Context: an optimization exercise on an open-source flow, tuned for small area, a short achievable clock period and few clock cycles. The choices shown serve that exercise and are no tape-out recipe.
Function was checked by simulation only, so behaviour that the tests miss may differ from the original.

==> run a: inputs <==
==> flow/design.v (excerpt) <==
module mmu_4x4 (
    input logic rst_n,
    input logic clk,
    input  logic [127:0] new_weight_in,
    output logic new_weight_rdy,
    input  logic new_weight_push,
    input  logic [127:0] data_in,
    output logic data_in_rdy,
    input  logic data_in_push,
    output logic [511:0] acc_out,
    output logic acc_out_rdy,
    input  logic acc_out_pop,
    output logic weight_ld_rdy,
    input  logic weight_ld_start,
    output logic weight_ld_done,
    input  logic weight_swap,
    output logic mult_rdy,
    input  logic mult_start,
    output logic mult_done
);
clock: 10.0 ns
lec_check: 0
cap_margin: 20
core_margin: 2
core_utilization: 40
cts_cluster_diameter: 60
cts_cluster_size: 30
place_density: 0.6
slew_margin: 20
tns_end_percent: 5
standard.sh (not shown) runs the stock make flow with config.mk's settings and CLKGATE_MAP_FILE= SYNTH_SCRIPT=/design/flow/synth_recipe.tcl, a recipe that flattens the netlist after the stock synthesis.
==> flow/flow/run.sh <==
#!/bin/bash
set -euo pipefail
export SETUP_SLACK_MARGIN=6.0
bash standard.sh > standard.log 2>&1
==> run b: changes against run a <==
CTS_CLUSTER_DIAMETER = unset   (was 60)
CTS_CLUSTER_SIZE = unset   (was 30)
TNS_END_PERCENT = unset   (was 5)
==> metrics.yaml <==
routing:
  vias_per_cell: 5.91
final_layout:
  regArea_sq_um: 61600
  syn_to_final_growth_pct: 16.4
  buffer_area_frac: 0.0658
place:
  gp_congestion: 0.955
run_status:
  status: "complete, no violations"
global_route:
  use_met3: 0.0871
  grtUsageMet2: 0.388
the above is filed under run b

==> metrics.yaml <==
timing:
  hold_violations: 0
final_layout:
  buffer_area_frac: 0.0611
  regArea_sq_um: 61500
  fin_nets: 11527
  syn_to_final_growth_pct: 13.9
cts:
  cts-hold-fix-buffers: 0
place:
  gp_congestion: 0.957
global_route:
  grtUsageMet1: 0.409
  grtUsageMet2: 0.390
  use_met3: 0.0892
routing:
  vias_per_cell: 5.93
run_status:
  status: "complete, no violations"
the above is filed under run a

Testbench counts of run a, summed over its fixed seeds: cycles 445.
Testbench counts of run b, summed over its fixed seeds: cycles 445.

---

==> run R: inputs <==
mmu_4x4, a different RTL version from the one above (not shown whole).
==> flow/design.v (excerpt) <==
module mmu_4x4 (
    input logic rst_n,
    input logic clk,
    input  logic [127:0] new_weight_in,
    output logic new_weight_rdy,
    input  logic new_weight_push,
    input  logic [127:0] data_in,
    output logic data_in_rdy,
    input  logic data_in_push,
    output logic [511:0] acc_out,
    output logic acc_out_rdy,
    input  logic acc_out_pop,
    output logic weight_ld_rdy,
    input  logic weight_ld_start,
    output logic weight_ld_done,
    input  logic weight_swap,
    output logic mult_rdy,
    input  logic mult_start,
    output logic mult_done
);
  logic [3:0][3:0][17:0] acc;
  mmu mmu_unit (
      .rst_n(rst_n),
      .clk(clk),
      .new_weight_in(new_weight_in),
      .new_weight_rdy(new_weight_rdy),
      .new_weight_push(new_weight_push),
      .data_in(data_in),
      .data_in_rdy(data_in_rdy),
      .data_in_push(data_in_push),
      .acc_out(acc),
      .acc_out_rdy(acc_out_rdy),
      .acc_out_pop(acc_out_pop),
      .weight_ld_rdy(weight_ld_rdy),
      .weight_ld_start(weight_ld_start),
      .weight_ld_done(weight_ld_done),
      .weight_swap(weight_swap),
      .mult_rdy(mult_rdy),
      .mult_start(mult_start),
      .mult_done(mult_done)
  );
  for (genvar e = 0; e < 16; e++) begin : g_out
    assign acc_out[e*32+:32] = {14'b0, acc[e/4][e%4]};
  end
endmodule
export LEC_CHECK = 0
export CAP_MARGIN = 20
export CORE_MARGIN = 2
export CORE_UTILIZATION = 40
export PLACE_DENSITY = 0.6
export SLEW_MARGIN = 20
create_clock -name core_clock -period 10.0 [get_ports {clk}]
==> flow/flow/run.sh <==
#!/bin/bash
set -euo pipefail
export SETUP_SLACK_MARGIN=6.2
bash standard.sh > standard.log 2>&1
==> run E (differences from run R) <==
Settings changed: CORE_UTILIZATION 40 to 46, PLACE_DENSITY 0.6 to 0.65.
==> out/metrics.cfg <==
[grt]
use_met3_pct = 7.93
grt_usage_pct = 26.4

[worst_hold_path]
min_to = mmu_unit.wset[1][21]$_DFFE_PP_

[clock_tree]
cts_setup_buffers = 302

[die]
start_util_pct = 46.2
die_h_um = 539
tap-cell-count = 3762

[worst_setup_path]
critPathMaxFanout = 3
r2r_end = mmu_unit.array_unit.r1j0_q2578$_DFF_P_
crit_start = mmu_unit.dh[2]$_DFFE_PP_
critPathRequiredTime_ps = 10880

[route]
via_count = 81700

[cells_and_area]
syn_to_final_growth_pct = 17.1
n_all_inverters = 1783

[timing]
period_needed_ps = 4090

[outcome]
status = no timing/DRC/antenna violations

-- figures above: run E

==> out/metrics.cfg <==
[worst_setup_path]
critPathMaxFanout = 8
r2r_end = mmu_unit.array_unit.r0j3_q2044$_DFF_P_
crit_start = mmu_unit.arow[1]$_SDFF_PP0_

[cells_and_area]
multi_input_area_share_pct = 39.7
top_register = mmu_unit.out_fifo_unit.q
n_all_inverters = 1782
syn_to_final_growth_pct = 17.8
clock_area_share_pct = 5.22

[die]
die_area_mm2 = 0.334
tap-cell-count = 4346
row_count = 210
die_h_um = 578
start_util_pct = 40.2

[grt]
met1_usage_pct = 30.7
use_met3_pct = 6.48
grt_usage_pct = 23.2

[timing]
period_needed_ps = 4080

[worst_hold_path]
min_to = mmu_unit.new_weight_rdy$_DFF_PN1_

[outcome]
status = no timing/DRC/antenna violations

[clock_tree]
cts_setup_buffers = 295

-- figures above: run R

Testbench counts of run R, summed over its fixed seeds: cycles 445.
Testbench counts of run E, summed over its fixed seeds: cycles 445.

---

==> inputs of v28 <==
RTL: one of the versions met above, not the one the previous note started from.
==> flow/config.mk <==
export PLATFORM = sky130hd
export DESIGN_NAME = mmu_4x4
export DESIGN_NICKNAME = mmu_4x4
export VERILOG_FILES = /design/flow/design.v
export SDC_FILE = /design/flow/constraint.sdc
export NUM_CORES = 4
export LEC_CHECK = 0
export CAP_MARGIN = 20
export CORE_MARGIN = 2
export CORE_UTILIZATION = 40
export PLACE_DENSITY = 0.6
export SLEW_MARGIN = 20
==> flow/constraint.sdc <==
create_clock -name core_clock -period 10.0 [get_ports {clk}]
set_input_delay 2.0000 -clock core_clock [delete_from_list [all_inputs] [get_ports {clk}]]
set_output_delay 2.0000 -clock core_clock [all_outputs]
set_load 0.01 [all_outputs]
Scripts as last shown in full above: flow/flow/run.sh
==> inputs of v16, as changes to v28 <==
==> flow/flow/run.sh (replaced) <==
#!/bin/bash
set -euo pipefail
export SETUP_SLACK_MARGIN=6.0
bash standard.sh > standard.log 2>&1
--- a/flow/config.mk
+++ b/flow/config.mk
@@ -9,4 +9,6 @@
 export CORE_MARGIN = 2
 export CORE_UTILIZATION = 40
+export CTS_CLUSTER_DIAMETER = 60
+export CTS_CLUSTER_SIZE = 30
 export PLACE_DENSITY = 0.6
 export SLEW_MARGIN = 20
==> results.cfg <==
[global_routing]
antenna_found_initial = 60
met3_usage_pct = 8.83
grt_first_pass_wirelength_um = 660000

[worst_setup_path]
rrSetupSlack_ps = 5960
worstPathArrival_ps = 4820

[routing]
via_count = 86200

[final_layout]
antenna-diode-count = 32
bufAreaShareNonClock_pct = 7.55

[outcome]
outcome = no timing/DRC/antenna violations

[sta]
max-slew-margin-rel_pct = 22.6
That was v28.
==> results.cfg <==
[sta]
max-slew-margin-rel_pct = 22.9
fin_crit_sh_pct = 41.0

[final_layout]
postLayoutCellArea_um2 = 146000
seq_share_pct = 42.0
bufAreaShareNonClock_pct = 6.83
final_common_cell = edfxtp_1

[outcome]
outcome = no timing/DRC/antenna violations

[placed_design]
hpwl_um = 317000

[yosys]
synth-simple-area-share_pct = 3.43
avgSynthCellArea_um2 = 13.3
ys_ff_latch = 2229

[global_routing]
grt_first_pass_wirelength_um = 652000
antenna_found_initial = 53

[worst_setup_path]
worstPathArrival_ps = 4790
rrSetupSlack_ps = 5900

[routing]
via_count = 85100

[floorplanning]
initial_core_util_pct = 40.2
That was v16.
Testbench counts of v28, summed over its fixed seeds: cycles 445.
Testbench counts of v16, summed over its fixed seeds: cycles 445.

-- re-timing with driven ports --
How much do the figures lean on ideal ports? The routed layouts below were timed once more, with nothing changed but the port constraints.
Step 1 (the two cells are an assumption about what drives the block):
set clk [get_ports {clk}]
set_driving_cell -lib_cell sky130_fd_sc_hd__clkbuf_16 $clk
set_driving_cell -lib_cell sky130_fd_sc_hd__buf_2 [delete_from_list [all_inputs] $clk]
Step 2 also shifts input and output timing later by t, the mid clock arrival at the registers, as if the neighbouring blocks saw the same clock.
Slacks: ideal / step 1 / step 2; pairs: ideal / step 1.
run | shift t [ns] | setup slack, ns | latest minus earliest clock arrival (ns) | worst data-port slew with drivers (ns)
run a | 0.962 | 5.767 / 5.767 / 5.013 | 0.126 / 0.125 | 0.13
run b | 1.004 | 5.926 / 5.926 / 5.165 | 0.137 / 0.137 | 0.12
run R | 1.027 | 5.920 / 5.920 / 5.320 | 0.112 / 0.112 | 0.27
run E | 0.990 | 5.912 / 5.912 / 5.439 | 0.095 / 0.095 | 0.13
v28 | 0.994 | 5.964 / 5.964 / 5.216 | 0.132 / 0.133 | 0.12
v16 | 0.966 | 5.904 / 5.904 / 5.187 | 0.123 / 0.122 | 0.12
After both steps every run listed still meets setup and hold. For run b, which loses most, drivers alone change the setup slack by 0.000 ns; drivers and shift together by -0.761 ns.
